Background: an optimization exercise with open tools, aiming at small area. Do not read the settings as production practice.
Only simulation tests tie the RTL to the original design; equivalence was not proved.
The clock port is modelled as an ideal driver; clocking choices that lean on that would not hold on a real chip.
Power figures rest on the tool's default switching activity, not on a simulated workload.

==> config.mk <==
export PLATFORM = sky130hd
export DESIGN_NAME = top_module1
export DESIGN_NICKNAME = top_module1
export VERILOG_FILES = /design/flow/design.v
export SDC_FILE = /design/flow/constraint.sdc
export NUM_CORES = 4
export LEC_CHECK = 0
export CAP_MARGIN = 0
export CORE_MARGIN = 2
export CORE_UTILIZATION = 65
export SLEW_MARGIN = 0
==> constraint.sdc <==
create_clock -name core_clock -period 20.0 [get_ports {clk_i}]
set_input_delay 4.0000 -clock core_clock [delete_from_list [all_inputs] [get_ports {clk_i}]]
set_output_delay 4.0000 -clock core_clock [all_outputs]
set_load 0.01 [all_outputs]
==> design.v <==
`timescale 1ns / 1ps
module top_module1(clk_i, rst, h_sync, v_sync, red_o, green_o, blue_o, x_in, y_in, ps2clk, ps2data, ld1);
input clk_i;
input rst;
input x_in;
input y_in;
output h_sync;
output v_sync;
output [3:0] red_o;
output [3:0] green_o;
output [3:0] blue_o;
input ps2clk;
input ps2data;
output ld1;
function [6:0] xpred;
    input [5:0] d;
    case (d)
        6'd0: xpred = 7'd16;
        6'd1: xpred = 7'd16;
        6'd2: xpred = 7'd16;
        6'd3: xpred = 7'd16;
        6'd4: xpred = 7'd16;
        6'd5: xpred = 7'd16;
        6'd6: xpred = 7'd16;
        6'd7: xpred = 7'd8;
        6'd8: xpred = 7'd8;
        6'd9: xpred = 7'd8;
        6'd10: xpred = 7'd8;
        6'd11: xpred = 7'd8;
        6'd12: xpred = 7'd8;
        6'd13: xpred = 7'd12;
        6'd14: xpred = 7'd12;
        6'd15: xpred = 7'd12;
        6'd16: xpred = 7'd12;
        6'd17: xpred = 7'd12;
        6'd18: xpred = 7'd12;
        6'd19: xpred = 7'd4;
        6'd20: xpred = 7'd4;
        6'd21: xpred = 7'd4;
        6'd22: xpred = 7'd4;
        6'd23: xpred = 7'd4;
        6'd24: xpred = 7'd68;
        6'd25: xpred = 7'd0;
        6'd26: xpred = 7'd0;
        6'd27: xpred = 7'd0;
        6'd28: xpred = 7'd0;
        6'd29: xpred = 7'd0;
        6'd30: xpred = 7'd0;
        6'd31: xpred = 7'd0;
        6'd32: xpred = 7'd0;
        6'd33: xpred = 7'd0;
        6'd34: xpred = 7'd0;
        6'd35: xpred = 7'd0;
        6'd36: xpred = 7'd0;
        6'd37: xpred = 7'd0;
        6'd38: xpred = 7'd0;
        6'd39: xpred = 7'd0;
        6'd40: xpred = 7'd34;
        6'd41: xpred = 7'd2;
        6'd42: xpred = 7'd2;
        6'd43: xpred = 7'd2;
        6'd44: xpred = 7'd2;
        6'd45: xpred = 7'd2;
        6'd46: xpred = 7'd3;
        6'd47: xpred = 7'd3;
        6'd48: xpred = 7'd3;
        6'd49: xpred = 7'd3;
        6'd50: xpred = 7'd3;
        6'd51: xpred = 7'd3;
        6'd52: xpred = 7'd1;
        6'd53: xpred = 7'd1;
        6'd54: xpred = 7'd1;
        6'd55: xpred = 7'd1;
        6'd56: xpred = 7'd1;
        6'd57: xpred = 7'd1;
        6'd58: xpred = 7'd16;
        6'd59: xpred = 7'd16;
        6'd60: xpred = 7'd16;
        6'd61: xpred = 7'd16;
        6'd62: xpred = 7'd16;
        6'd63: xpred = 7'd16;
    endcase
endfunction
function [6:0] ypred;
    input [6:0] d;
    case (d)
        7'd0: ypred = 7'd16;
        7'd1: ypred = 7'd16;
        7'd2: ypred = 7'd16;
        7'd3: ypred = 7'd16;
        7'd4: ypred = 7'd16;
        7'd5: ypred = 7'd16;
        7'd6: ypred = 7'd16;
        7'd7: ypred = 7'd16;
        7'd8: ypred = 7'd16;
        7'd9: ypred = 7'd4;
        7'd10: ypred = 7'd4;
        7'd11: ypred = 7'd4;
        7'd12: ypred = 7'd4;
        7'd13: ypred = 7'd4;
        7'd14: ypred = 7'd4;
        7'd15: ypred = 7'd4;
        7'd16: ypred = 7'd4;
        7'd17: ypred = 7'd12;
        7'd18: ypred = 7'd12;
        7'd19: ypred = 7'd12;
        7'd20: ypred = 7'd12;
        7'd21: ypred = 7'd12;
        7'd22: ypred = 7'd12;
        7'd23: ypred = 7'd12;
        7'd24: ypred = 7'd12;
        7'd25: ypred = 7'd8;
        7'd26: ypred = 7'd8;
        7'd27: ypred = 7'd8;
        7'd28: ypred = 7'd8;
        7'd29: ypred = 7'd8;
        7'd30: ypred = 7'd8;
        7'd31: ypred = 7'd8;
        7'd32: ypred = 7'd72;
        7'd33: ypred = 7'd0;
        7'd34: ypred = 7'd0;
        7'd35: ypred = 7'd0;
        7'd36: ypred = 7'd0;
        7'd37: ypred = 7'd0;
        7'd38: ypred = 7'd0;
        7'd39: ypred = 7'd0;
        7'd40: ypred = 7'd0;
        7'd41: ypred = 7'd0;
        7'd42: ypred = 7'd0;
        7'd43: ypred = 7'd0;
        7'd44: ypred = 7'd0;
        7'd45: ypred = 7'd0;
        7'd46: ypred = 7'd0;
        7'd47: ypred = 7'd0;
        7'd48: ypred = 7'd0;
        7'd49: ypred = 7'd0;
        7'd50: ypred = 7'd0;
        7'd51: ypred = 7'd0;
        7'd52: ypred = 7'd0;
        7'd53: ypred = 7'd0;
        7'd54: ypred = 7'd0;
        7'd55: ypred = 7'd0;
        7'd56: ypred = 7'd0;
        7'd57: ypred = 7'd0;
        7'd58: ypred = 7'd0;
        7'd59: ypred = 7'd0;
        7'd60: ypred = 7'd0;
        7'd61: ypred = 7'd0;
        7'd62: ypred = 7'd0;
        7'd63: ypred = 7'd0;
        7'd64: ypred = 7'd0;
        7'd65: ypred = 7'd0;
        7'd66: ypred = 7'd0;
        7'd67: ypred = 7'd0;
        7'd68: ypred = 7'd0;
        7'd69: ypred = 7'd0;
        7'd70: ypred = 7'd0;
        7'd71: ypred = 7'd0;
        7'd72: ypred = 7'd0;
        7'd73: ypred = 7'd0;
        7'd74: ypred = 7'd0;
        7'd75: ypred = 7'd0;
        7'd76: ypred = 7'd0;
        7'd77: ypred = 7'd0;
        7'd78: ypred = 7'd0;
        7'd79: ypred = 7'd0;
        7'd80: ypred = 7'd0;
        7'd81: ypred = 7'd0;
        7'd82: ypred = 7'd0;
        7'd83: ypred = 7'd0;
        7'd84: ypred = 7'd0;
        7'd85: ypred = 7'd0;
        7'd86: ypred = 7'd0;
        7'd87: ypred = 7'd0;
        7'd88: ypred = 7'd0;
        7'd89: ypred = 7'd0;
        7'd90: ypred = 7'd0;
        7'd91: ypred = 7'd0;
        7'd92: ypred = 7'd0;
        7'd93: ypred = 7'd0;
        7'd94: ypred = 7'd0;
        7'd95: ypred = 7'd0;
        7'd96: ypred = 7'd33;
        7'd97: ypred = 7'd1;
        7'd98: ypred = 7'd1;
        7'd99: ypred = 7'd1;
        7'd100: ypred = 7'd1;
        7'd101: ypred = 7'd1;
        7'd102: ypred = 7'd1;
        7'd103: ypred = 7'd1;
        7'd104: ypred = 7'd3;
        7'd105: ypred = 7'd3;
        7'd106: ypred = 7'd3;
        7'd107: ypred = 7'd3;
        7'd108: ypred = 7'd3;
        7'd109: ypred = 7'd3;
        7'd110: ypred = 7'd3;
        7'd111: ypred = 7'd3;
        7'd112: ypred = 7'd2;
        7'd113: ypred = 7'd2;
        7'd114: ypred = 7'd2;
        7'd115: ypred = 7'd2;
        7'd116: ypred = 7'd2;
        7'd117: ypred = 7'd2;
        7'd118: ypred = 7'd2;
        7'd119: ypred = 7'd2;
        7'd120: ypred = 7'd16;
        7'd121: ypred = 7'd16;
        7'd122: ypred = 7'd16;
        7'd123: ypred = 7'd16;
        7'd124: ypred = 7'd16;
        7'd125: ypred = 7'd16;
        7'd126: ypred = 7'd16;
        7'd127: ypred = 7'd16;
    endcase
endfunction
function [4:0] pad_w;
    input [5:0] d;
    case (d)
        6'd0: pad_w = 5'd30;
        6'd1: pad_w = 5'd30;
        6'd2: pad_w = 5'd30;
        6'd3: pad_w = 5'd30;
        6'd4: pad_w = 5'd30;
        6'd5: pad_w = 5'd30;
        6'd6: pad_w = 5'd30;
        6'd7: pad_w = 5'd30;
        6'd8: pad_w = 5'd29;
        6'd9: pad_w = 5'd29;
        6'd10: pad_w = 5'd28;
        6'd11: pad_w = 5'd28;
        6'd12: pad_w = 5'd28;
        6'd13: pad_w = 5'd27;
        6'd14: pad_w = 5'd26;
        6'd15: pad_w = 5'd25;
        6'd16: pad_w = 5'd25;
        6'd17: pad_w = 5'd23;
        6'd18: pad_w = 5'd22;
        6'd19: pad_w = 5'd20;
        6'd20: pad_w = 5'd0;
        6'd21: pad_w = 5'd0;
        6'd22: pad_w = 5'd0;
        6'd23: pad_w = 5'd0;
        6'd24: pad_w = 5'd0;
        6'd25: pad_w = 5'd0;
        6'd26: pad_w = 5'd0;
        6'd27: pad_w = 5'd0;
        6'd28: pad_w = 5'd0;
        6'd29: pad_w = 5'd0;
        6'd30: pad_w = 5'd0;
        6'd31: pad_w = 5'd0;
        6'd32: pad_w = 5'd0;
        6'd33: pad_w = 5'd0;
        6'd34: pad_w = 5'd0;
        6'd35: pad_w = 5'd0;
        6'd36: pad_w = 5'd0;
        6'd37: pad_w = 5'd0;
        6'd38: pad_w = 5'd0;
        6'd39: pad_w = 5'd0;
        6'd40: pad_w = 5'd0;
        6'd41: pad_w = 5'd0;
        6'd42: pad_w = 5'd0;
        6'd43: pad_w = 5'd0;
        6'd44: pad_w = 5'd0;
        6'd45: pad_w = 5'd20;
        6'd46: pad_w = 5'd22;
        6'd47: pad_w = 5'd23;
        6'd48: pad_w = 5'd25;
        6'd49: pad_w = 5'd25;
        6'd50: pad_w = 5'd26;
        6'd51: pad_w = 5'd27;
        6'd52: pad_w = 5'd28;
        6'd53: pad_w = 5'd28;
        6'd54: pad_w = 5'd28;
        6'd55: pad_w = 5'd29;
        6'd56: pad_w = 5'd29;
        6'd57: pad_w = 5'd30;
        6'd58: pad_w = 5'd30;
        6'd59: pad_w = 5'd30;
        6'd60: pad_w = 5'd30;
        6'd61: pad_w = 5'd30;
        6'd62: pad_w = 5'd30;
        6'd63: pad_w = 5'd30;
    endcase
endfunction
function [4:0] puck_w;
    input [4:0] d;
    case (d)
        5'd0: puck_w = 5'd24;
        5'd1: puck_w = 5'd24;
        5'd2: puck_w = 5'd24;
        5'd3: puck_w = 5'd24;
        5'd4: puck_w = 5'd24;
        5'd5: puck_w = 5'd24;
        5'd6: puck_w = 5'd23;
        5'd7: puck_w = 5'd23;
        5'd8: puck_w = 5'd22;
        5'd9: puck_w = 5'd21;
        5'd10: puck_w = 5'd20;
        5'd11: puck_w = 5'd19;
        5'd12: puck_w = 5'd0;
        5'd13: puck_w = 5'd0;
        5'd14: puck_w = 5'd0;
        5'd15: puck_w = 5'd0;
        5'd16: puck_w = 5'd0;
        5'd17: puck_w = 5'd0;
        5'd18: puck_w = 5'd0;
        5'd19: puck_w = 5'd0;
        5'd20: puck_w = 5'd0;
        5'd21: puck_w = 5'd19;
        5'd22: puck_w = 5'd20;
        5'd23: puck_w = 5'd21;
        5'd24: puck_w = 5'd22;
        5'd25: puck_w = 5'd23;
        5'd26: puck_w = 5'd23;
        5'd27: puck_w = 5'd24;
        5'd28: puck_w = 5'd24;
        5'd29: puck_w = 5'd24;
        5'd30: puck_w = 5'd24;
        5'd31: puck_w = 5'd24;
    endcase
endfunction
function [5:0] arc_w;
    input [5:0] d;
    case (d)
        6'd0: arc_w = 6'd49;
        6'd1: arc_w = 6'd49;
        6'd2: arc_w = 6'd49;
        6'd3: arc_w = 6'd49;
        6'd4: arc_w = 6'd49;
        6'd5: arc_w = 6'd49;
        6'd6: arc_w = 6'd49;
        6'd7: arc_w = 6'd49;
        6'd8: arc_w = 6'd48;
        6'd9: arc_w = 6'd48;
        6'd10: arc_w = 6'd48;
        6'd11: arc_w = 6'd47;
        6'd12: arc_w = 6'd47;
        6'd13: arc_w = 6'd47;
        6'd14: arc_w = 6'd46;
        6'd15: arc_w = 6'd46;
        6'd16: arc_w = 6'd45;
        6'd17: arc_w = 6'd44;
        6'd18: arc_w = 6'd43;
        6'd19: arc_w = 6'd42;
        6'd20: arc_w = 6'd41;
        6'd21: arc_w = 6'd40;
        6'd22: arc_w = 6'd39;
        6'd23: arc_w = 6'd37;
        6'd24: arc_w = 6'd0;
        6'd25: arc_w = 6'd0;
        6'd26: arc_w = 6'd0;
        6'd27: arc_w = 6'd0;
        6'd28: arc_w = 6'd0;
        6'd29: arc_w = 6'd0;
        6'd30: arc_w = 6'd0;
        6'd31: arc_w = 6'd0;
        6'd32: arc_w = 6'd0;
        6'd33: arc_w = 6'd0;
        6'd34: arc_w = 6'd0;
        6'd35: arc_w = 6'd0;
        6'd36: arc_w = 6'd0;
        6'd37: arc_w = 6'd0;
        6'd38: arc_w = 6'd0;
        6'd39: arc_w = 6'd0;
        6'd40: arc_w = 6'd0;
        6'd41: arc_w = 6'd37;
        6'd42: arc_w = 6'd39;
        6'd43: arc_w = 6'd40;
        6'd44: arc_w = 6'd41;
        6'd45: arc_w = 6'd42;
        6'd46: arc_w = 6'd43;
        6'd47: arc_w = 6'd44;
        6'd48: arc_w = 6'd45;
        6'd49: arc_w = 6'd46;
        6'd50: arc_w = 6'd46;
        6'd51: arc_w = 6'd47;
        6'd52: arc_w = 6'd47;
        6'd53: arc_w = 6'd47;
        6'd54: arc_w = 6'd48;
        6'd55: arc_w = 6'd48;
        6'd56: arc_w = 6'd48;
        6'd57: arc_w = 6'd49;
        6'd58: arc_w = 6'd49;
        6'd59: arc_w = 6'd49;
        6'd60: arc_w = 6'd49;
        6'd61: arc_w = 6'd49;
        6'd62: arc_w = 6'd49;
        6'd63: arc_w = 6'd49;
    endcase
endfunction
function [11:0] rsub;
    input [11:0] a;
    input [11:0] b;
    reg br;
    integer k;
    begin
        br = 1'b0;
        for (k = 0; k < 12; k = k + 1) begin
            rsub[k] = a[k] ^ b[k] ^ br;
            br = (~a[k] & b[k]) | (~(a[k] ^ b[k]) & br);
        end
    end
endfunction
function ult;
    input [11:0] a;
    input [11:0] b;
    reg br;
    integer k;
    begin
        br = 1'b0;
        for (k = 0; k < 12; k = k + 1)
            br = (~a[k] & b[k]) | (~(a[k] ^ b[k]) & br);
        ult = br;
    end
endfunction
function [11:0] radd;
    input [11:0] a;
    input [11:0] b;
    reg c;
    integer k;
    begin
        c = 1'b0;
        for (k = 0; k < 12; k = k + 1) begin
            radd[k] = a[k] ^ b[k] ^ c;
            c = (a[k] & b[k]) | ((a[k] ^ b[k]) & c);
        end
    end
endfunction
function [23:0] rinc;
    input [23:0] a;
    input ci;
    reg c;
    integer k;
    begin
        c = ci;
        for (k = 0; k < 24; k = k + 1) begin
            rinc[k] = a[k] ^ c;
            c = a[k] & c;
        end
    end
endfunction
function in_w;
    input neg;
    input [4:0] m;
    input [4:0] wp;
    reg br;
    integer k;
    begin
        br = ~neg;
        for (k = 0; k < 5; k = k + 1)
            br = (~m[k] & wp[k]) | (~(m[k] ^ wp[k]) & br);
        in_w = br;
    end
endfunction
reg [2:0] ph;
wire ce = (ph[1:0] == 2'b01);
wire gtick = (ph == 3'd1);
reg [9:0] hc;    
reg [9:0] vc;    
reg trig;
wire h_end = hc[9] & hc[8] & hc[5];         
wire v_end = vc[9] & vc[3] & vc[2];         
always @(posedge clk_i)
    if (rst) ph <= 3'd0;
    else ph <= rinc({21'd0, ph}, 1'b1);
always @(posedge clk_i)
    if (rst || (ce && h_end)) hc <= 10'd0;
    else hc <= rinc({14'd0, hc}, ce);
always @(posedge clk_i)
    if (rst) trig <= 1'b0;
    else if (ce) trig <= h_end;
wire vinc = ce & trig;
always @(posedge clk_i)
    if (rst || (vinc && v_end)) vc <= 10'd0;
    else vc <= rinc({14'd0, vc}, vinc);
assign h_sync = ult(hc, 656) || !ult(hc, 752);
assign v_sync = ult(vc, 490) || !ult(vc, 492);
reg read;
reg [11:0] count_reading;
reg prev_clk;
reg scan_err;
reg [10:0] scan_code;
reg trig_arr;
reg [3:0] kcount;
reg [3:0] code_id;
reg [3:0] key_id;
function [3:0] key_of;
    input [7:0] c;
    case (c)
        8'h75: key_of = 4'b0100;
        8'h72: key_of = 4'b0101;
        8'h6B: key_of = 4'b0110;
        8'h74: key_of = 4'b0111;
        8'h1D: key_of = 4'b1000;
        8'h1B: key_of = 4'b1001;
        8'h1C: key_of = 4'b1010;
        8'h23: key_of = 4'b1011;
        8'h5A: key_of = 4'b1100;
        8'h29: key_of = 4'b1101;
        default: key_of = 4'b0000;
    endcase
endfunction
always @(posedge clk_i)
    if (ce && !read) count_reading <= 12'd0;
    else count_reading <= rinc({12'd0, count_reading}, ce);
always @(posedge clk_i)
    if (ce && ps2clk != prev_clk && !ps2clk) scan_code <= {ps2data, scan_code[10:1]};
always @(posedge clk_i)
    if (ce) begin
        if (ps2clk != prev_clk) begin
            if (!ps2clk) scan_err <= 1'b0;
        end else if (kcount == 4'd11)
            scan_err <= !scan_code[10] || scan_code[0] || !(^scan_code[9:1]);
    end
wire ps_edge = ps2clk != prev_clk;
wire ps_fall = ce & ps_edge & !ps2clk;
wire ps_chk = ce & !ps_edge & (kcount == 4'd11);
wire ps_tmo = ce & !ps_edge & ult(kcount, 11) && !ult(count_reading, 4000);
always @(posedge clk_i)
    if (rst || ps_chk || ps_tmo) kcount <= 4'd0;
    else kcount <= rinc({20'd0, kcount}, ps_fall);
always @(posedge clk_i)
    if (rst) begin
        read <= 1'b0;
        trig_arr <= 1'b0;
        prev_clk <= 1'b1;
    end else if (ce) begin
        if (ps_edge) begin
            if (!ps2clk) read <= 1'b1;
        end else if (kcount == 4'd11) begin
            read <= 1'b0;
            trig_arr <= 1'b1;
        end else begin
            trig_arr <= 1'b0;
            if (ps_tmo) read <= 1'b0;
        end
        prev_clk <= ps2clk;
    end
always @(posedge clk_i)
    if (rst) begin
        code_id <= 4'd0;
        key_id <= 4'd0;
    end else if (ce) begin
        code_id <= (trig_arr && !scan_err) ? key_of(scan_code[8:1]) : 4'd0;
        key_id <= code_id;
    end
wire k_dn_pad = (key_id[3:2] == 2'b01);
wire k_up_pad = (key_id[3:2] == 2'b10);
wire k_up    = (key_id == 4'b0100);
wire enter   = (key_id == 4'b1100);
wire space   = (key_id == 4'b1101);
assign ld1 = k_up;
reg [2:0] score_1;
reg [2:0] score_2;
reg [23:0] cm;
reg w1, v1, x_mov, y_mov;
reg [10:0] pc_x;
reg [10:0] pc_y;
reg [8:0] upc_x;     
reg [7:0] upc_y;     
reg [8:0] dpc_x;     
reg [7:0] dpy;       
reg start, game_on, pause, p1, p2;
reg seg_v;           
reg [2:0] seg_s1;    
reg [2:0] seg_s2;
wire [8:0] dpc_y = {1'b1, dpy};
wire xy = x_in & y_in;
wire [9:0] px = hc;
wire [9:0] py = vc;
function [7:0] coll;
    input near;
    input [5:0] dx;
    input [6:0] dy;
    reg [6:0] xp, yp;
    begin
        xp = near ? xpred(dx) : 7'd0;
        yp = ypred(dy);
        coll[0] = (xp[0] & yp[0]) | (xp[1] & yp[1]);
        coll[1] = (xp[2] & yp[2]) | (xp[3] & yp[3]);
        coll[2] = (xp[2] & yp[1]) | (xp[3] & yp[0]);
        coll[3] = (xp[0] & yp[3]) | (xp[1] & yp[2]);
        coll[4] = xp[4] & yp[5];
        coll[5] = xp[4] & yp[6];
        coll[6] = yp[4] & xp[5];
        coll[7] = yp[4] & xp[6];
    end
endfunction
wire [7:0] cu;    
wire [7:0] cd;    
wire [10:0] pk_x = xy ? pc_x : 11'd320;
wire [10:0] pk_y = xy ? pc_y : 11'd240;
wire [8:0] ux = xy ? upc_x : 9'd320;
wire [7:0] uy = xy ? upc_y : 8'd100;
wire [8:0] dx_ = xy ? dpc_x : 9'd320;
wire [7:0] dyl = xy ? dpy : 8'd124;
wire [11:0] ppx = rsub({2'b0, px}, {2'b0, pk_x[9:0]});
wire [11:0] ppy = rsub({2'b0, py}, {2'b0, pk_y[9:0]});
wire ppx_near = !pk_x[10] && ((ppx[10:4] == 7'h00) || (ppx[10:4] == 7'h7f)) && !ult(pk_x, 9);
wire ppy_near = !pk_y[10] && ((ppy[10:4] == 7'h00) || (ppy[10:4] == 7'h7f)) && !ult(pk_y, 12);
wire [4:0] ppw = puck_w(ppy[4:0]);
wire puck_on = ppx_near && ppy_near && ppw[4] &&
               in_w(ppx[4], {1'b0, ppx[3:0] ^ {4{ppx[4]}}}, {1'b0, ppw[3:0]});
wire [11:0] upx = rsub({3'b0, px[8:0]}, {3'b0, ux});
wire [11:0] upy = rsub({4'b0, py[7:0]}, {4'b0, uy});
wire upx_near = !px[9] && ((upx[9:4] == 6'h00) || (upx[9:4] == 6'h3f));
wire upy_near = (py[9:8] == 2'b00) && ((upy[8:5] == 4'h0) || (upy[8:5] == 4'hf));
wire [4:0] upw = pad_w(upy[5:0]);
wire up_on = upx_near && upy_near && upw[4] &&
             in_w(upx[4], {1'b0, upx[3:0] ^ {4{upx[4]}}}, {1'b0, upw[3:0]});
wire [11:0] dpx = rsub({3'b0, px[8:0]}, {3'b0, dx_});
wire [11:0] dpy_d = rsub({3'b0, py[8:0]}, {3'b001, dyl});
wire dpx_near = !px[9] && ((dpx[9:4] == 6'h00) || (dpx[9:4] == 6'h3f));
wire dpy_near = !py[9] && ((dpy_d[9:5] == 5'h00) || (dpy_d[9:5] == 5'h1f));
wire [4:0] dnw = pad_w(dpy_d[5:0]);
wire dn_on = dpx_near && dpy_near && dnw[4] &&
             in_w(dpx[4], {1'b0, dpx[3:0] ^ {4{dpx[4]}}}, {1'b0, dnw[3:0]});
wire arc_rb = !ult(py, 407) && ult(py, 454);
wire arc_rt = !ult(py, 27) && ult(py, 74);
wire [11:0] arc_db = rsub({6'd0, py[5:0]}, 12'd46);
wire [11:0] arc_dt = rsub({6'd0, py[5:0]}, 12'd50);
wire [5:0] arc_dy = arc_rb ? arc_db[5:0] : arc_dt[5:0];
wire [5:0] arc_wv = arc_w(arc_dy);
wire arc_on = (arc_rb | arc_rt) && !ult(px, 303) && ult(px, 338) && arc_wv[5] &&
              in_w(px[5], px[4:0] ^ {5{px[5]}}, arc_wv[4:0]);     
wire side = ult(px, 161) || !ult(px, 480) || ult(py, 21) || !ult(py, 460);
wire sg = start & game_on;
wire s7 = (score_1 == 3'd7) || (score_2 == 3'd7);
wire step = sg & gtick & ~space & ~pause & ((|cm[23:5]) | (&cm[4:0]));
wire move = step & x_mov & y_mov;
wire gx = ult(pc_x, 342) && (!ult(pc_x, 299) || ult(pc_x, 9));
wire goal_b = move && (pc_y == 11'd448) && gx;
wire goal_t = move && (pc_y == 11'd32) && gx && !goal_b;
wire init_puck = !xy && !side && puck_on;
wire init_up = !xy && up_on;
wire init_dn = !xy && dn_on;
wire cg = sg & gtick;    
wire [7:0] ccu = cg ? cu : 8'd0;
wire [7:0] ccd = cg ? cd : 8'd0;
wire cxd = ccd[7] | ccd[6] | ccd[3] | ccd[2] | ccd[1] | ccd[0];
wire cxu = ccu[7] | ccu[6] | ccu[3] | ccu[2] | ccu[1] | ccu[0];
wire cx = cxd | cxu;
wire cx_pos = cxd ? (ccd[7] | (~ccd[6] & ~ccd[3] & (ccd[2] | ccd[1])))
                  : (ccu[7] | (~ccu[6] & ~ccu[3] & (ccu[2] | ccu[1])));
wire cyd = |ccd[5:0];
wire cyu = |ccu[5:0];
wire cy = cyd | cyu;
wire cy_pos = cyd ? (ccd[5] | (~ccd[4] & ~ccd[3] & ~ccd[2] & ccd[1]))
                  : (ccu[5] | (~ccu[4] & ~ccu[3] & ~ccu[2] & ccu[1]));
wire wall_l = !ult(pc_x, 9) && ult(pc_x, 169);
wire wall_r = ult(471, pc_x);
wire wall_t = !ult(pc_y, 12) && ult(pc_y, 32);
wire wall_b = ult(448, pc_y);
wire w_m = (move & wall_l) ? 1'b0 : (move & wall_r) ? 1'b1 : w1;
wire v_m = (move & wall_t) ? 1'b1 : (move & wall_b) ? 1'b0 : v1;
reg nw1, nv1;
always @* begin
    nw1 = w_m;
    if (ccu[0]) nw1 = 1'b1;
    if (ccu[1]) nw1 = 1'b0;
    if (ccu[2]) nw1 = 1'b0;
    if (ccu[3]) nw1 = 1'b1;
    if (ccu[6]) nw1 = ~w1;
    if (ccu[7]) nw1 = ~w1;
    if (ccd[0]) nw1 = 1'b1;
    if (ccd[1]) nw1 = 1'b0;
    if (ccd[2]) nw1 = 1'b0;
    if (ccd[3]) nw1 = 1'b1;
    if (ccd[6]) nw1 = ~w1;
    if (ccd[7]) nw1 = ~w1;
    nv1 = v_m;
    if (ccu[0]) nv1 = 1'b0;
    if (ccu[1]) nv1 = 1'b1;
    if (ccu[2]) nv1 = 1'b0;
    if (ccu[3]) nv1 = 1'b1;
    if (ccu[4]) nv1 = ~v1;
    if (ccu[5]) nv1 = ~v1;
    if (ccd[0]) nv1 = 1'b0;
    if (ccd[1]) nv1 = 1'b1;
    if (ccd[2]) nv1 = 1'b0;
    if (ccd[3]) nv1 = 1'b1;
    if (ccd[4]) nv1 = ~v1;
    if (ccd[5]) nv1 = ~v1;
end
wire idle = ~x_mov & ~y_mov;
wire goal = goal_b | goal_t;
wire nxm = ~goal & (x_mov | (idle & ((|ccu[3:0]) | (|ccd[3:0]) | ccd[6] | ccd[7])));
wire nym = ~goal & (y_mov | (idle & ((|ccu[3:0]) | (|ccd[3:0]) | ccd[4] | ccd[5])));
wire xc = init_puck | (~cx & ((enter & ~game_on) | goal | (cg & s7 & ~move)));
wire yc = init_puck | (~cy & (goal | (cg & s7 & ~move)));
wire [10:0] ycv = init_puck ? 11'd240 : goal_b ? 11'd280 : goal_t ? 11'd200 : 11'd240;
wire [2:0] xd = cx ? (cx_pos ? 3'b010 : 3'b110) : move ? (w1 ? 3'b111 : 3'b001) : 3'b000;
wire [2:0] yd = cy ? (cy_pos ? 3'b010 : 3'b110) : move ? (v1 ? 3'b001 : 3'b111) : 3'b000;
wire [11:0] pc_x_sum = radd({1'b0, pc_x}, {{9{xd[2]}}, xd});
wire [10:0] pc_x_add = pc_x_sum[10:0];
wire [11:0] pc_y_sum = radd({1'b0, pc_y}, {{9{yd[2]}}, yd});
wire [10:0] pc_y_add = pc_y_sum[10:0];
wire pad_rst = (enter & ~game_on) | goal_b | goal_t;
wire mv = sg & (key_id[3:2] != 2'b00) & (key_id[3:2] != 2'b11);
wire kdir = key_id[0];           
wire khor = key_id[1];
wire [8:0] pad_sel = k_up_pad ? (khor ? upc_x : {1'b0, upc_y}) : (khor ? dpc_x : {1'b0, dpy});
wire [11:0] pad_sum = radd({3'b0, pad_sel}, {{11{~kdir}}, 1'b1});
wire [8:0] pad_nxt = pad_sum[8:0];
wire upc_x_mv = mv & k_up_pad & khor & (kdir ? ult(upc_x, 465) : ult(175, upc_x));
wire upc_y_mv = mv & k_up_pad & ~khor & (kdir ? ult(upc_y, 220) : ult(40, upc_y));
wire dpc_x_mv = mv & k_dn_pad & khor & (kdir ? ult(dpc_x, 465) : ult(175, dpc_x));
wire dpy_mv = mv & k_dn_pad & ~khor & (kdir ? ult(dpy, 184) : ult(4, dpy));
wire [10:0] cpx = (!gtick && ((enter && ~game_on) || init_puck)) ? 11'd320 : pc_x;
wire [10:0] cpy = (!gtick && init_puck) ? 11'd240 : pc_y;
wire [8:0] upc_x_n = (pad_rst || init_up) ? 9'd320 : upc_x_mv ? pad_nxt : upc_x;
wire [7:0] upc_y_n = (pad_rst || init_up) ? 8'd100 : upc_y_mv ? pad_nxt[7:0] : upc_y;
wire [8:0] cqx = gtick ? dpc_x : upc_x_n;
wire [8:0] cqy = gtick ? dpc_y : {1'b0, upc_y_n};
wire [11:0] cdx = rsub({3'b0, cpx[8:0]}, {3'b0, cqx});
wire [11:0] cdy = rsub({3'b0, cpy[8:0]}, {3'b0, cqy});
wire cdx_n = (cpx[10:9] == 2'b00) && ((cdx[9:5] == 5'h00) || (cdx[9:5] == 5'h1f));
wire cdy_n = (cpy[10:9] == 2'b00) && ((cdy[9:6] == 4'h0) || (cdy[9:6] == 4'hf));
reg [7:0] cu_r;
always @(posedge clk_i) cu_r <= cd;
assign cd = coll(cdx_n & cdy_n, cdx[5:0], cdy[6:0]);
assign cu = cu_r;
always @(posedge clk_i)
    if (rst) begin
        p1 <= 1'b0;
        p2 <= 1'b0;
        game_on <= 1'b0;
        pause <= 1'b0;
        w1 <= 1'b0;
        v1 <= 1'b0;
        pc_x <= 11'd320;
        pc_y <= 11'd240;
        upc_x <= 9'd320;
        upc_y <= 8'd100;
        dpc_x <= 9'd320;
        dpy <= 8'd124;
        start <= 1'b0;
        x_mov <= 1'b0;
        y_mov <= 1'b0;
        seg_v <= 1'b0;
    end else begin
        if (enter && ~start) start <= 1'b1;
        if (enter && ~game_on) begin
            start <= 1'b0;
            game_on <= 1'b1;
        end
        if (cg) begin
            if (s7) begin
                game_on <= 1'b0;
                if (score_1 == 3'd7) p1 <= 1'b1;
                else p2 <= 1'b1;
            end
            if (space) pause <= ~pause;
            seg_v <= 1'b1;
        end
        w1 <= nw1;
        v1 <= nv1;
        x_mov <= nxm;
        y_mov <= nym;
        pc_x <= xc ? 11'd320 : pc_x_add;
        pc_y <= yc ? ycv : pc_y_add;
        upc_x <= upc_x_n;
        upc_y <= upc_y_n;
        if (pad_rst || init_dn) begin
            dpc_x <= 9'd320;
            dpy <= 8'd124;
        end else begin
            if (dpc_x_mv) dpc_x <= pad_nxt;
            if (dpy_mv) dpy <= pad_nxt[7:0];
        end
    end
always @(posedge clk_i)
    if (rst || step) cm <= 24'd0;
    else cm <= rinc(cm, cg);
wire score_clr = rst || (enter && ~game_on) || (!xy && !side);
always @(posedge clk_i)
    if (score_clr) begin
        score_1 <= 3'd0;
        score_2 <= 3'd0;
    end else begin
        score_1 <= rinc({21'd0, score_1}, goal_t);
        score_2 <= rinc({21'd0, score_2}, goal_b);
    end
function [6:0] segs;
    input [2:0] s;
    case (s)
        3'd0: segs = 7'b1110111;
        3'd1: segs = 7'b0100100;
        3'd2: segs = 7'b1011101;
        3'd3: segs = 7'b1101101;
        3'd4: segs = 7'b0101110;
        3'd5: segs = 7'b1101011;
        3'd6: segs = 7'b1111011;
        default: segs = 7'b0100101;
    endcase
endfunction
always @(posedge clk_i)
    if (cg) begin
        seg_s1 <= score_1;
        seg_s2 <= score_2;
    end
wire [6:0] sa = seg_v ? segs(seg_s1) : 7'd0;
wire [6:0] sb = seg_v ? segs(seg_s2) : 7'd0;
function in_box;
    input [9:0] v;
    input [9:0] lo;
    input [9:0] hi;
    in_box = !ult(v, lo) && !ult(hi, v);
endfunction
wire seg_r = !ult(px, 480);
wire [11:0] seg_xf = rsub({7'd0, px[9:5]}, 12'd15);
wire [4:0] seg_xh = seg_xf[4:0];
wire [9:0] seg_x = seg_r ? {seg_xh, px[4:0]} : px;
wire [6:0] seg_d = seg_r ? sb : sa;
wire sx1 = in_box(seg_x, 25, 45);
wire sx2 = in_box(seg_x, 50, 110);
wire sx3 = in_box(seg_x, 115, 135);
wire sy1 = in_box(py, 120, 140);
wire sy2 = in_box(py, 145, 225);
wire sy3 = in_box(py, 230, 250);
wire sy4 = in_box(py, 255, 335);
wire sy5 = in_box(py, 340, 360);
wire seg_hit = (sx2 & (sy1 | sy3 | sy5)) | ((sx1 | sx3) & (sy2 | sy4));
wire seg_lit = (sx2 & sy1 & seg_d[0]) | (sx2 & sy3 & seg_d[3]) | (sx2 & sy5 & seg_d[6]) |
               (sx1 & sy2 & seg_d[1]) | (sx1 & sy4 & seg_d[4]) | (sx3 & sy2 & seg_d[2]) | (sx3 & sy4 & seg_d[5]);
reg txt;
always @* begin
    txt = 1'b0;
    if (~start) begin
        if (in_box(px, 281, 291) && in_box(py, 226, 227)) txt = 1'b1;
        if (in_box(px, 279, 280) && in_box(py, 228, 238)) txt = 1'b1;
        if (in_box(px, 281, 291) && in_box(py, 239, 240)) txt = 1'b1;
        if (in_box(px, 292, 293) && in_box(py, 241, 251)) txt = 1'b1;
        if (in_box(px, 281, 291) && in_box(py, 252, 253)) txt = 1'b1;
        if (in_box(px, 293, 307) && in_box(py, 226, 227)) txt = 1'b1;
        if (in_box(px, 300, 301) && in_box(py, 226, 253)) txt = 1'b1;
        if (in_box(px, 312, 322) && in_box(py, 226, 227)) txt = 1'b1;
        if (in_box(px, 310, 311) && in_box(py, 228, 238)) txt = 1'b1;
        if (in_box(px, 310, 311) && in_box(py, 241, 251)) txt = 1'b1;
        if (in_box(px, 312, 322) && in_box(py, 239, 240)) txt = 1'b1;
        if (in_box(px, 323, 324) && in_box(py, 228, 238)) txt = 1'b1;
        if (in_box(px, 323, 324) && in_box(py, 241, 251)) txt = 1'b1;
        if (in_box(px, 329, 339) && in_box(py, 226, 227)) txt = 1'b1;
        if (in_box(px, 327, 328) && in_box(py, 228, 238)) txt = 1'b1;
        if (in_box(px, 327, 328) && in_box(py, 241, 251)) txt = 1'b1;
        if (in_box(px, 329, 339) && in_box(py, 239, 240)) txt = 1'b1;
        if (in_box(px, 340, 341) && in_box(py, 228, 238)) txt = 1'b1;
        if (in_box(px, 337, 338) && in_box(py, 241, 251)) txt = 1'b1;
        if (in_box(px, 344, 358) && in_box(py, 226, 227)) txt = 1'b1;
        if (in_box(px, 351, 352) && in_box(py, 226, 253)) txt = 1'b1;
    end else if (pause) begin
        if (in_box(px, 281, 291) && in_box(py, 226, 227)) txt = 1'b1;
        if (in_box(px, 279, 280) && in_box(py, 228, 238)) txt = 1'b1;
        if (in_box(px, 281, 291) && in_box(py, 239, 240)) txt = 1'b1;
        if (in_box(px, 279, 280) && in_box(py, 241, 251)) txt = 1'b1;
        if (in_box(px, 292, 293) && in_box(py, 228, 238)) txt = 1'b1;
        if (in_box(px, 298, 308) && in_box(py, 226, 227)) txt = 1'b1;
        if (in_box(px, 296, 297) && in_box(py, 228, 238)) txt = 1'b1;
        if (in_box(px, 298, 308) && in_box(py, 239, 240)) txt = 1'b1;
        if (in_box(px, 296, 297) && in_box(py, 241, 251)) txt = 1'b1;
        if (in_box(px, 309, 310) && in_box(py, 228, 238)) txt = 1'b1;
        if (in_box(px, 309, 310) && in_box(py, 241, 251)) txt = 1'b1;
        if (in_box(px, 315, 325) && in_box(py, 252, 253)) txt = 1'b1;
        if (in_box(px, 313, 314) && in_box(py, 228, 238)) txt = 1'b1;
        if (in_box(px, 313, 314) && in_box(py, 241, 251)) txt = 1'b1;
        if (in_box(px, 326, 327) && in_box(py, 228, 238)) txt = 1'b1;
        if (in_box(px, 326, 327) && in_box(py, 241, 251)) txt = 1'b1;
        if (in_box(px, 332, 342) && in_box(py, 226, 227)) txt = 1'b1;
        if (in_box(px, 330, 331) && in_box(py, 228, 238)) txt = 1'b1;
        if (in_box(px, 332, 342) && in_box(py, 239, 240)) txt = 1'b1;
        if (in_box(px, 332, 342) && in_box(py, 252, 253)) txt = 1'b1;
        if (in_box(px, 343, 344) && in_box(py, 241, 251)) txt = 1'b1;
        if (in_box(px, 349, 359) && in_box(py, 226, 227)) txt = 1'b1;
        if (in_box(px, 347, 348) && in_box(py, 228, 238)) txt = 1'b1;
        if (in_box(px, 349, 359) && in_box(py, 239, 240)) txt = 1'b1;
        if (in_box(px, 349, 359) && in_box(py, 252, 253)) txt = 1'b1;
        if (in_box(px, 347, 348) && in_box(py, 241, 251)) txt = 1'b1;
    end else if (~game_on) begin
        if (in_box(px, 281, 291) && in_box(py, 226, 227)) txt = 1'b1;
        if (in_box(px, 279, 280) && in_box(py, 228, 238)) txt = 1'b1;
        if (in_box(px, 281, 291) && in_box(py, 239, 240)) txt = 1'b1;
        if (in_box(px, 279, 280) && in_box(py, 241, 251)) txt = 1'b1;
        if (in_box(px, 292, 293) && in_box(py, 228, 238)) txt = 1'b1;
        if (p1) begin
            if (in_box(px, 298, 308) && in_box(py, 226, 227)) txt = 1'b1;
            if (in_box(px, 309, 310) && in_box(py, 228, 238)) txt = 1'b1;
            if (in_box(px, 298, 308) && in_box(py, 239, 240)) txt = 1'b1;
            if (in_box(px, 298, 308) && in_box(py, 252, 253)) txt = 1'b1;
            if (in_box(px, 296, 297) && in_box(py, 241, 251)) txt = 1'b1;
        end else if (p2) begin
            if (in_box(px, 309, 310) && in_box(py, 228, 238)) txt = 1'b1;
            if (in_box(px, 309, 310) && in_box(py, 241, 251)) txt = 1'b1;
        end
        if (in_box(px, 315, 325) && in_box(py, 252, 253)) txt = 1'b1;
        if (in_box(px, 313, 314) && in_box(py, 228, 238)) txt = 1'b1;
        if (in_box(px, 313, 314) && in_box(py, 241, 251)) txt = 1'b1;
        if (in_box(px, 326, 327) && in_box(py, 228, 238)) txt = 1'b1;
        if (in_box(px, 326, 327) && in_box(py, 241, 251)) txt = 1'b1;
        if (in_box(px, 328, 338) && in_box(py, 252, 253)) txt = 1'b1;
        if (in_box(px, 339, 340) && in_box(py, 228, 238)) txt = 1'b1;
        if (in_box(px, 339, 340) && in_box(py, 241, 251)) txt = 1'b1;
        if (in_box(px, 345, 355) && in_box(py, 226, 227)) txt = 1'b1;
        if (in_box(px, 345, 355) && in_box(py, 252, 253)) txt = 1'b1;
        if (in_box(px, 343, 344) && in_box(py, 228, 238)) txt = 1'b1;
        if (in_box(px, 343, 344) && in_box(py, 241, 251)) txt = 1'b1;
        if (in_box(px, 356, 357) && in_box(py, 228, 238)) txt = 1'b1;
        if (in_box(px, 356, 357) && in_box(py, 241, 251)) txt = 1'b1;
        if (in_box(px, 362, 372) && in_box(py, 226, 227)) txt = 1'b1;
        if (in_box(px, 360, 361) && in_box(py, 228, 238)) txt = 1'b1;
        if (in_box(px, 360, 361) && in_box(py, 241, 251)) txt = 1'b1;
        if (in_box(px, 373, 374) && in_box(py, 228, 238)) txt = 1'b1;
        if (in_box(px, 373, 374) && in_box(py, 241, 251)) txt = 1'b1;
    end
end
wire banner = ~(start & ~pause & game_on);
wire gray = banner && ult(223, py) && ult(py, 257);
reg r_f, r_n, g_f, g_n, b_f, b_n;
reg nr_f, nr_n, ng_f, ng_n, nb_f, nb_n;
always @* begin
    if (side) begin
        nr_f = seg_hit & seg_lit;
        nr_n = seg_hit;
        ng_f = 1'b0; ng_n = 1'b0;
        nb_f = 1'b0; nb_n = 1'b0;
    end else begin
        nr_f = 1'b0; ng_f = 1'b0; nb_f = 1'b1;
        if (ult(290, px) && ult(px, 350) && (ult(py, 50) || ult(430, py))) begin
            nr_f = 1'b1; ng_f = 1'b1; nb_f = 1'b1;
        end
        if ((py == 10'd239) || (py == 10'd240)) begin
            nr_f = 1'b0; ng_f = 1'b0; nb_f = 1'b0;
        end
        if (arc_on) begin
            nr_f = 1'b1; ng_f = 1'b1; nb_f = 1'b1;
        end
        if (puck_on) begin
            nr_f = 1'b1; ng_f = 1'b0; nb_f = 1'b0;
        end
        if (up_on || dn_on) begin
            nr_f = 1'b1; ng_f = 1'b1; nb_f = 1'b0;
        end
        nr_n = nr_f; ng_n = ng_f; nb_n = nb_f;
        if (gray) begin
            nr_f = 1'b0; ng_f = 1'b0; nb_f = 1'b0;
            nr_n = 1'b1; ng_n = 1'b1; nb_n = 1'b1;
        end
        if (txt) begin
            nr_f = 1'b1; ng_f = 1'b0; nb_f = 1'b0;
            nr_n = 1'b1; ng_n = 1'b0; nb_n = 1'b0;
        end
    end
end
always @(posedge clk_i)
    if (rst) begin
        r_f <= 1'b0; r_n <= 1'b0;
        g_f <= 1'b0; g_n <= 1'b0;
        b_f <= 1'b0; b_n <= 1'b0;
    end else begin
        r_f <= nr_f; r_n <= nr_n;
        g_f <= ng_f; g_n <= ng_n;
        b_f <= nb_f; b_n <= nb_n;
    end
assign red_o = {r_f, r_f, r_n, r_f};
assign green_o = {g_f, g_f, g_n, g_f};
assign blue_o = {b_f, b_f, b_n, b_f};
endmodule
==> flow/run.sh <==
#!/bin/bash
# Own layout flow: the standard flow (standard.sh), with these changes:
# - synthesis leaves adders to ABC (no full/half adder extraction) and maps
#   the combinational logic with an area-oriented ABC script (flow/area.abc)
#   instead of ORFS's delay-oriented one; the registers, their names and
#   cells are those of the standard synthesis (ABC maps only the logic
#   between them);
# - the port buffers are the smallest buffer cell;
# - clock tree synthesis inserts no dummy loads.
set -euo pipefail
W=$(pwd)
export OWN_ABC_SCRIPT="$W/flow/area.abc"
export BUFFER_PORTS_ARGS="-buffer_cell sky130_fd_sc_hd__buf_1"
export CTS_ARGS="-sink_clustering_enable -repair_clock_nets -dont_use_dummy_load -buf_list sky130_fd_sc_hd__clkbuf_16"
# The standard flow's synthesis script, with every abc call given the script above
{
  echo 'proc abc {args} {'
  echo '  set i [lsearch -exact $args -script]'
  echo '  if {$i >= 0} { lset args [expr {$i + 1}] $::env(OWN_ABC_SCRIPT) }'
  echo '  yosys abc {*}$args'
  echo '}'
  cat "$W/synth_recipe.tcl"
} > "$W/own_synth.tcl"
sed -E -e "s#SYNTH_SCRIPT=[^ ]*synth_recipe\.tcl'?#SYNTH_SCRIPT=$W/own_synth.tcl ADDER_MAP_FILE=#" \
  "$W/standard.sh" > "$W/own_standard.sh"
grep -q "SYNTH_SCRIPT=$W/own_synth.tcl ADDER_MAP_FILE=" "$W/own_standard.sh"
bash "$W/own_standard.sh" > "$W/own_flow.log" 2>&1
cp "$W"/orfs/logs/*/top_module1/base/1_2_yosys.log "$W/yosys.log" 2>/dev/null || true
cp "$W"/orfs/logs/*/top_module1/base/4_1_cts.log "$W/cts.log" 2>/dev/null || true
==> flow/area.abc <==
strash
balance -l
resub -K 6 -l
rewrite -l
resub -K 6 -N 2 -l
refactor -l
resub -K 8 -l
balance -l
resub -K 8 -N 2 -l
rewrite -l
resub -K 10 -l
rewrite -z -l
resub -K 10 -N 2 -l
balance -l
resub -K 12 -l
refactor -z -l
resub -K 12 -N 2 -l
rewrite -z -l
balance -l
&get -n
&deepsyn -T 60
&put
balance -l
resub -K 6 -l
rewrite -l
resub -K 6 -N 2 -l
refactor -l
resub -K 8 -l
balance -l
resub -K 8 -N 2 -l
rewrite -l
resub -K 10 -l
rewrite -z -l
resub -K 10 -N 2 -l
balance -l
resub -K 12 -l
refactor -z -l
resub -K 12 -N 2 -l
rewrite -z -l
balance -l
dch -f
amap
topo
==> standard.sh <==
#!/bin/bash
# synth_recipe.tcl (not shown) runs the flow's synth.tcl, then flattens the netlist and writes it again
# the make line also repeats each setting of config.mk as NAME=value (left out here)
make -C /OpenROAD-flow-scripts/flow DESIGN_CONFIG=/design/flow/config.mk WORK_HOME=/design/flow/orfs CLKGATE_MAP_FILE= SYNTH_SCRIPT=/design/flow/synth_recipe.tcl "${@:-finish}"
==> reports/metrics.yaml, run 1 <==
cts_setup_buffers: 0
die-area_sq_mm: 0.0208
place_inst: 2283
rows: 51
worstPathMaxFanout: 12
drt-total-wl_microns: 42300
io_pins: 21
synth_top_family_by_area: "compound AO/OA/AOI/OAI gates"
dr.pass1.iters: 12
rsz0062_at_grt: "no"
hold_viol_final: 0
finalCriticalPeriod_ns: 18.14
cts_tree: "done"
min-delay-start: "code_id[3]"
reg2reg_from: "vc[1]"
coreArea_sq_mm: 0.0194
insertion_delay_ns: 0.44
io_buffers: 20
wl_per_cell_microns: 18.4
endpoint: "pc_x[10]"
skew_ns: 0.0279
rr_worst_depth: 76
async_flop_share: 0
cts_root_buf: "clkbuf_16"
dr_total_vias: 15300
synth_adder_area_share: 0
synth_xor_xnor_area_share: 0
cts_buffers: 17
synthTopCellsByCount: "nor2_1 (444), nand2_1 (221), clkinv_1 (219)"
drive_above_1_share: 0.0216
cp.arrival_ns: 18.49
stdcell_count: 2301
timing.rr.end: "pc_x[10]"
critPathLaunch: "x_in"
synth-edff-count: 18
initial_utilization: 0.659
grt_overflow_total: 0
post_cts_resized: 0
avgSynthCellArea_sq_um: 6.43
ctsHoldBuffers: 0
drtAntennaViolNets: 0
leakage_nw: 4.55
crit_path_start_kind: "input port"
slew_headroom: 0.226
grt_max_degree: 58
cp.required_ns: 20.35
dp_hpwl_microns: 31900
syn_inst: 1987
antenna_found_initial: 1
end_kind: "flop"
setup_viol: 0
area_growth_pct: 7.28
muxShareOfSynthArea: 0
vias_per_cell: 6.64
synth.yosys.seq_area_share: 0.294
synth_ff_type: "dfxtp_1"
clk_transition_reported_paths_ns: 0.07
netlist_top_cells_area: "dfxtp_1 (25%), nor2_1 (13%), o21ai_0 (8.5%)"
ir_drop_v: 0.0000717
ys_types: 52
worst-r2r-setup-slack_ns: 4.70
grt_pass1_wl_microns: 66900
worst_pin_slew_ns: 1.16
grt_pass1_vias: 13600
ys_ff_latch: 179
synth-simple-area-share: 0.313
synth_compound_area_frac: 0.321
die_h_microns: 144
cts_sinks: 179
setup-tns-final_ns: 0
ys_warn_count: 1
synth_top_cell_by_area: "dfxtp_1"
die_w_microns: 144
synth_most_common_cell: "nor2_1"
h-tree-depth: 4
gp_congestion: 1.05
hold_path.class: "reg -> reg"
cp_common_cell: "nand2_1"
route.detailed.drc: 0
drv_cap: 0
fin_nets: 2043
grt_usage: 0.407
yosysTopAreaCellShare: 0.252
crit_path_top_delay_cell: "nor4_1"
slew_viol_final: 0
crit_type: "in -> reg"
power.density_mw_per_mm2: 52.5
critPathMaxStageDelay_ns: 0.59
n_fill_cell: 1663
netlist_area_sq_mm: 0.0128
syn_nets: 1993
cts_buffer_depth: 2
status: "finished clean"
fmax_mhz: 55.1
drtIter0Drc: 1401
fin_crit_sh: 0.907
-- cells by family (layout without fill, tap and decap cells) --
group                  count (synthesis)  count (layout)
buffers and inverters                231             279
AO/OA/AOI/OAI                        653             653
AND/OR/NAND/NOR                      924             924
other                                  0               1
flip-flops                           179             179
-- per-stage QoR --
| stage | util | instance area, sq um | hold WS, ns | total power, W | setup slack (ns) |
|---|---|---|---|---|---|
| CTS | 0.707 | 13700 | 0.443 | 0.000716 | 2.34 |
| finish | 0.707 | 13700 | 0.444 | 0.000720 | 1.86 |
| detailed placement | 0.685 | 13300 | 0.414 | 0.000446 | 2.06 |
| floorplan | - | 12800 | 0.396 | 0.000424 | 3.73 |
| global placement | 0.685 | 13300 | 0.411 | 0.000444 | 3.07 |
| global route | 0.707 | 13700 | 0.473 | 0.000737 | 0.111 |
-- report_power, final --
part	switching [W]	total, W	internal [W]	leakage, nW
Combinational	0.0000523	0.0000720	0.0000197	2.89
Clock	0.000129	0.000277	0.000148	0.210
Sequential	0.00000431	0.000370	0.000366	1.45
-- worst max-delay path: cells and delay by family --
family / cells / cell delay [ns]
AOI/OAI and AO/OA: 34 / 7.26
and+or+nand+nor: 38 / 5.90
buffers and inverters: 7 / 1.31
-- worst min path at each step --
stage | cells past startpoint | end
detailed placement | 1 | ph[0]
floorplan | 1 | ph[0]
global placement | 1 | ph[0]
finish | 2 | key_id[3]
global route | 1 | ph[0]
CTS | 2 | key_id[3]
-- sequential cells by signal (all words and copies together) (netlist names), 8 cells and up --
signal and count:
cu_r 8, pc_x 11, pc_y 11, upc_y 8, upc_x 9, count_reading 12
scan_code 11, dpy 8, dpc_x 9, hc 10, cm 24, vc 10
-- area by class of cell --
class | count | area [sq um] | share of cell area
inverter | 219 | 822 | 0.0599
sequential | 179 | 3760 | 0.274
tap | 265 | 332 | 0.0242
multi-input combinational | 1577 | 8120 | 0.592
antenna | 1 | 2.50 | 0.000182
clock buffer | 17 | 425 | 0.0310
timing repair buffer | 43 | 249 | 0.0182
-- metal layers --
metal	track usage	share of wire	vias up
li1	-	-	7267
met1	0.491	0.38	6801
met2	0.664	0.44	960
met3	0.0752	0.10	245
met4	0.268	0.074	0
met5	0	0	-
-- cell usage in the layout, fill, tap and decap left out, drive strengths merged, types with 28 or more instances in the layout --
cell type  instances
nor3              83
dfxtp            161
nor4              35
o21a              44
a21oi            131
a211oi            32
o21ai            218
o22ai             57
clkinv           219
o221ai            28
buf               42
nor2             444
nand2            221
==> run 2, diff against run 1 <==
--- a/config.mk
+++ b/config.mk
@@ -5,7 +5,7 @@
 export SDC_FILE = /design/flow/constraint.sdc
 export NUM_CORES = 4
 export LEC_CHECK = 0
-export CAP_MARGIN = 0
+export CAP_MARGIN = 20
 export CORE_MARGIN = 2
 export CORE_UTILIZATION = 65
-export SLEW_MARGIN = 0
+export SLEW_MARGIN = 20
==> reports/metrics.yaml, run 2 <==
status: "finished clean"
cts_sinks: 179  # unchanged
netlist_area_sq_mm: 0.0128  # unchanged
area_growth_pct: 7.34  # about the same
fin_crit_sh: 0.908  # about the same
route.detailed.drc: 0  # unchanged
skew_ns: 0.0339  # +0.00600 ns
worstPathMaxFanout: 12  # unchanged
power.density_mw_per_mm2: 52.5  # about the same
grt_overflow_total: 0  # unchanged
vias_per_cell: 6.64  # about the same
p_int_w: 0.000534  # about the same
setup_viol: 0  # unchanged
final_common_cell: "nor2_1"
worst_pin_slew_ns: 1.06  # -0.102 ns
hold_viol_final: 0  # unchanged
slew_viol_final: 0  # unchanged
rr_worst_depth: 76  # unchanged
min-delay-start: "code_id[3]"
cts_tree: "done"
rows: 51  # unchanged
worst-r2r-setup-slack_ns: 4.65  # -0.05 ns
synth_top_cell_by_area: "dfxtp_1"
synth_ff_type: "dfxtp_1"
final_cell_mix: "nor2_1 (444), nand2_1 (220), clkinv_1 (219)"
insertion_delay_ns: 0.45  # about the same
ctsHoldBuffers: 0  # unchanged
timing.rr.end: "pc_x[10]"
clk_transition_reported_paths_ns: 0.07  # about the same
io_pins: 21  # unchanged
dr.pass1.iters: 7  # -5
crit_type: "in -> reg"
hold_path.class: "reg -> reg"
grt_pass1_vias: 13600  # unchanged
synth_most_common_cell: "nor2_1"
end_kind: "flop"
crit_path_start_kind: "input port"
multi_input_area_sq_mm: 0.00813  # about the same
cp.arrival_ns: 18.50  # about the same
critPathMaxStageDelay_ns: 0.60  # about the same
hold_depth: 2  # unchanged
ir_drop_v: 0.0000720  # +0.34%
netlist_top_cells_area: "dfxtp_1 (25%), nor2_1 (13%), o21ai_0 (8.5%)"
drtIter0Drc: 1471  # +5.0%
setup-tns-final_ns: 0  # unchanged
grt_max_degree: 58  # unchanged
p_switching_w: 0.000187  # +0.32%
cts_buffer_depth: 2  # unchanged
ys_warn_count: 1  # unchanged
die_h_microns: 144  # unchanged
n_fill_cell: 1662  # -0.060%
grt_pass1_wl_microns: 66900  # unchanged
antenna_found_initial: 1  # unchanged
h-tree-depth: 4  # unchanged
cts_setup_buffers: 0  # unchanged
die_w_microns: 144  # unchanged
io_buffers: 20  # unchanged
yosysTopAreaCellShare: 0.252  # unchanged
cp.required_ns: 20.35  # about the same
clkPwrFrac: 0.385  # about the same
power.total_w: 0.000720  # about the same
coreArea_sq_mm: 0.0194  # unchanged
dr_total_vias: 15300  # +0.052%
fin_nets: 2043  # unchanged
async_flop_share: 0  # unchanged
drtAntennaViolNets: 0  # unchanged
slew_headroom: 0.289  # +0.0632
pwr-share-comb: 0.101  # about the same
drive_above_1_share: 0.0216  # unchanged
leakage_nw: 4.55  # about the same
dp_hpwl_microns: 31900  # unchanged
synth.yosys.seq_area_share: 0.294  # unchanged
top_regs: "cm x24, count_reading x12"
wl_per_cell_microns: 18.4  # +0.32%
post_cts_resized: 0  # unchanged
fmax_mhz: 55.1  # about the same
top_register: "cm"
syn_inst: 1987  # unchanged
crit_path_top_delay_cell: "nor4_1"
synth-edff-count: 18  # unchanged
largest_reg_flops: 24  # unchanged
ys_ff_latch: 179  # unchanged
avgSynthCellArea_sq_um: 6.43  # unchanged
initial_utilization: 0.659  # unchanged
synthTopCellsByCount: "nor2_1 (444), nand2_1 (221), clkinv_1 (219)"
ff_latch_area_sq_mm: 0.00376  # unchanged
seq_power_share: 0.514  # about the same
grt_usage: 0.407  # unchanged
cp_common_cell: "nand2_1"
reg2reg_from: "vc[1]"
finalCriticalPeriod_ns: 18.15  # +0.0154 ns
drv_cap: 0  # unchanged
gp_congestion: 1.05  # unchanged
drt-total-wl_microns: 42400  # +0.32%
die-area_sq_mm: 0.0208  # unchanged
critPathLaunch: "x_in"
syn_nets: 1993  # unchanged
switching_share: 0.259  # +0.000573
cts_root_buf: "clkbuf_16"
rsz0062_at_grt: "no"
hold_end: "key_id[3]"
ys_types: 52  # unchanged
cts_buffers: 17  # unchanged
[run 2: cell count changes in the layout (fill, tap and decap cells not counted)]
cell / delta
a211oi_2: -1
a211oi_4: +1
[run 2: power by group through the flow]
stage	sequential, W	combinational (W)	clock, W
floorplan	0.000377	0.0000464	0
global placement	0.000378	0.0000661	0
detailed placement	0.000378	0.0000681	0
CTS	0.000370	0.0000687	0.000277
global route	0.000371	0.0000788	0.000288
finish	0.000370	0.0000724	0.000277
[run 2: worst max path at each step]
stage / endpoint / slack (ns)
floorplan: pc_x[10] / 3.73
global placement: pc_x[10] / 3.07
detailed placement: pc_x[10] / 2.06
CTS: pc_x[10] / 2.34
global route: pc_x[10] / 0.11
finish: pc_x[10] / 1.85
[run 2: layout make-up]
type                            count  share of cell area
Antenna cell                        1            0.000182
Clock buffer                       17              0.0310
Inverter                          219              0.0599
Timing Repair Buffer               43              0.0181
Sequential cell                   179               0.274
Tap cell                          265              0.0242
Multi-Input combinational cell   1577               0.592
[run 2: kinds of logic (layout without fill, tap and decap cells)]
logic type | count (synthesis) | in the layout | synth area share
simple gates | 924 | 924 | 0.313
other cells | 0 | 1 | 0
flops | 179 | 179 | 0.294
buf+inv | 231 | 279 | 0.0714
compound gates | 653 | 653 | 0.321
[run 2: metrics by stage]
stage / cell area (sq um) / cells / worst slack (ns) / util / hold WS, ns
after floorplan: 12800 / 1987 / 3.73 / - / 0.396
after global placement: 13300 / 2283 / 3.07 / 0.685 / 0.411
after detailed placement: 13300 / 2283 / 2.06 / 0.685 / 0.414
after CTS: 13700 / 2300 / 2.34 / 0.707 / 0.443
after global routing: 13700 / 2300 / 0.111 / 0.707 / 0.473
final: 13700 / 2301 / 1.85 / 0.707 / 0.444
[run 2: critical path, delay by kind of cell]
kind,cells,cell delay [ns]
buffers and inverters,7,1.29
AND/OR/NAND/NOR,38,5.90
AO/OA/AOI/OAI,34,7.28
[run 2: layer usage]
metal | up-vias | global-route usage | share of wire
li1 | 7258 | - | -
met1 | 6820 | 0.491 | 0.38
met3 | 236 | 0.0752 | 0.10
met4 | 0 | 0.268 | 0.072
met5 | - | 0 | 0
met2 | 967 | 0.664 | 0.44
==> run 3, diff against run 2 <==
--- a/flow/area.abc
+++ b/flow/area.abc
@@ -18,7 +18,7 @@
 rewrite -z -l
 balance -l
 &get -n
-&deepsyn -T 60
+&deepsyn -T 150
 &put
 balance -l
 resub -K 6 -l
==> reports/metrics.yaml, run 3 <==
h-tree-depth: 4  # unchanged
final_cell_mix: "nor2_1 (479), clkinv_1 (230), dfxtp_1 (161)"
cts_tree: "done"
netlist_top_cells_area: "dfxtp_1 (25%), nor2_1 (14%), clkinv_1 (6.8%)"
dr.pass1.iters: 14  # +7
synth_top_family_by_area: "compound AO/OA/AOI/OAI gates"
synth-simple-area-share: 0.309  # -0.00453
die_h_microns: 144  # -0.51%
ir_drop_v: 0.0000623  # -13%
vias_per_cell: 7.02  # +5.7%
power.density_mw_per_mm2: 54.0  # +2.9%
drive_above_1_share: 0.0161  # -0.00554
n_antenna_cell: 0  # -1
hold_depth: 2  # unchanged
final_util: 0.700  # -0.00726
top_register: "cm"
cts_sinks: 179  # unchanged
syn_nets: 1959  # -1.7%
cts_root_buf: "clkbuf_16"
ff_latch_area_sq_mm: 0.00376  # unchanged
critPathLaunch: "x_in"
worstPathMaxFanout: 53  # +41
synth-edff-count: 18  # unchanged
syn_inst: 1953  # -1.7%
antenna_found_initial: 0  # -1
critPathMaxStageDelay_ns: 0.79  # +0.19 ns
ys_warn_count: 1  # unchanged
top_regs: "cm x24, count_reading x12"
cts_buffer_depth: 2  # unchanged
reg2reg_from: "ph[0]"
rr_worst_depth: 66  # -13%
clkPwrFrac: 0.385  # about the same
synth_ff_type: "dfxtp_1"
cp.arrival_ns: 16.02  # -2.48 ns
io_pins: 21  # unchanged
post_cts_resized: 0  # unchanged
final_common_cell: "nor2_1"
grt_usage: 0.471  # +0.0646
synth_compound_area_frac: 0.318  # -0.00326
fin_crit_sh: 0.785  # -0.122
yosysTopAreaCellShare: 0.255  # +0.00264
skew_ns: 0.0277  # -0.00621 ns
muxShareOfSynthArea: 0  # unchanged
drv_cap: 0  # unchanged
initial_utilization: 0.656  # -0.00252
ys_ff_latch: 179  # unchanged
cp.required_ns: 20.31  # -0.04 ns
crit_type: "in -> reg"
io_buffers: 20  # unchanged
drtIter0Drc: 2517  # +71%
hold_viol_final: 0  # unchanged
largest_reg_flops: 24  # unchanged
seq_power_share: 0.509  # -0.005
cts_setup_buffers: 0  # unchanged
rsz0062_at_grt: "no"
setup-tns-final_ns: 0  # unchanged
hold_path.class: "reg -> reg"
route.detailed.drc: 0  # unchanged
synth_most_common_cell: "nor2_1"
slew_viol_final: 0  # unchanged
die_w_microns: 144  # -0.51%
netlist_area_sq_mm: 0.0126  # -1.0%
pwr-share-comb: 0.106  # +0.005
crit_path_top_delay_cell: "nor4_1"
area_growth_pct: 6.65
synth_xor_xnor_area_share: 0.000692  # +0.000692
synth_adder_area_share: 0  # unchanged
die-area_sq_mm: 0.0206  # -1.0%
rows: 51  # unchanged
insertion_delay_ns: 0.45  # about the same
multi_input_area_sq_mm: 0.00794  # -2.3%
synthTopCellsByCount: "nor2_1 (479), clkinv_1 (230), dfxtp_1 (161)"
stdcell_count: 2255  # -2.0%
p_int_w: 0.000535  # +0.26%
dp_hpwl_microns: 35400  # +11%
grt_max_degree: 54  # -6.9%
finalCriticalPeriod_ns: 15.71  # -2.44 ns
finalHoldWorstSlack_ns: 0.452  # +0.00757 ns
leakage_nw: 4.36  # -4.2%
fin_nets: 1998  # -2.2%
gp_congestion: 1.06  # +0.64%
cts_buffers: 17  # unchanged
grt_pass1_wl_microns: 75300  # +13%
grt_overflow_total: 0  # unchanged
cp_common_cell: "a21oi_1"
slew_headroom: 0.229  # -0.0601
drtAntennaViolNets: 0  # unchanged
synth.yosys.seq_area_share: 0.298  # +0.00309
place_inst: 2238  # -2.0%
avgSynthCellArea_sq_um: 6.48  # +0.69%
switching_share: 0.266  # +0.00688
end_kind: "flop"
min-delay-start: "trig"
synth_top_cell_by_area: "dfxtp_1"
wl_per_cell_microns: 21.5  # +17%
status: "finished clean"
grt_pass1_vias: 14000  # +2.9%
crit_path_start_kind: "input port"
dr_total_vias: 15800  # +3.5%
setup_viol: 0  # unchanged
clk_transition_reported_paths_ns: 0.05  # -0.02 ns
power.total_w: 0.000729  # +1.2%
coreArea_sq_mm: 0.0193  # -0.66%
drt-total-wl_microns: 48500  # +14%
worst_pin_slew_ns: 1.15  # +0.0969 ns
fmax_mhz: 63.7  # +16%
n_fill_cell: 1704  # +2.5%
ctsHoldBuffers: 0  # unchanged
async_flop_share: 0  # unchanged
ys_types: 56  # +7.7%
p_switching_w: 0.000194  # +3.9%
run 3: cell families after synthesis:
logic type,Yosys count
flops,179
simple gates,894
xor+xnor,1
buf+inv,242
compound gates,637
run 3: critical path, delay by kind of cell:
kind / cells / cell delay (ns)
AO/OA/AOI/OAI: 26 / 5.18
buffers and inverters: 9 / 1.87
AND/OR/NAND/NOR: 28 / 4.92
run 3: area by class of cell:
cell class,count,area share
clock buffer,17,0.0315
multi-input combinational,1532,0.589
tap,265,0.0246
inverter,230,0.0640
timing repair buffer,32,0.0123
sequential,179,0.279
run 3: metrics by stage:
stage	cell area, sq um	worst slack (ns)
2_1_floorplan	12600	5.36
3_3_place_gp	13100	5.15
3_5_place_dp	13100	4.51
4_1_cts	13500	4.80
5_1_grt	13500	3.00
6_report	13500	4.29
run 3: layer usage:
layer | track usage | vias up | part of all wire
met5 | 0 | - | 0
met4 | 0.287 | 0 | 0.076
met3 | 0.153 | 346 | 0.15
met2 | 0.713 | 1323 | 0.42
met1 | 0.583 | 7004 | 0.36
li1 | - | 7149 | -
run 3: final timing paths:
check / endpoint / slack, ns
max: pc_y[10] / 4.29
min: trig / 0.45
max reg2reg: pc_y[10] / 5.32
min reg2reg: trig / 0.45
run 3: power groups by stage:
stage | clock [W] | combinational [W] | sequential (W)
after detailed placement | 0 | 0.0000730 | 0.000378
after global placement | 0 | 0.0000705 | 0.000378
after CTS | 0.000276 | 0.0000736 | 0.000370
after floorplan | 0 | 0.0000511 | 0.000377
final | 0.000281 | 0.0000773 | 0.000371
after global routing | 0.000291 | 0.0000845 | 0.000371

==> afterwards: timing with drivers on the ports <==
No port has a modelled driver above. Below, the same layouts with a new extraction and two added sets of constraints.
Step 1 assumes that a clkbuf_16 drives the clock port and a buf_2 every other input.
Step 2 adds t to the input delays and takes it off the output delays; t is the mean of the earliest and latest rising clock arrival at the registers after step 1. Input paths then give back, and output paths get back, about the clock's delay inside the block.
Slacks: ideal / step 1 / step 2; pairs: ideal / step 1.
run | t (ns) | slack for setup (ns) | hold WS [ns] | latest minus earliest clock arrival (ns)
run 1 | 0.477 | 1.863 / 1.887 / 1.410 | 0.444 / 0.444 / 0.444 | 0.027 / 0.028
run 2 | 0.477 | 1.847 / 1.872 / 1.395 | 0.444 / 0.444 / 0.444 | 0.034 / 0.034
run 3 | 0.487 | 4.291 / 4.322 / 3.835 | 0.452 / 0.452 / 0.452 | 0.029 / 0.028
After both steps every run listed still meets setup and hold. The setup slack of run 3, which loses most, moves by +0.031 ns with the drivers and by -0.456 ns with both steps.
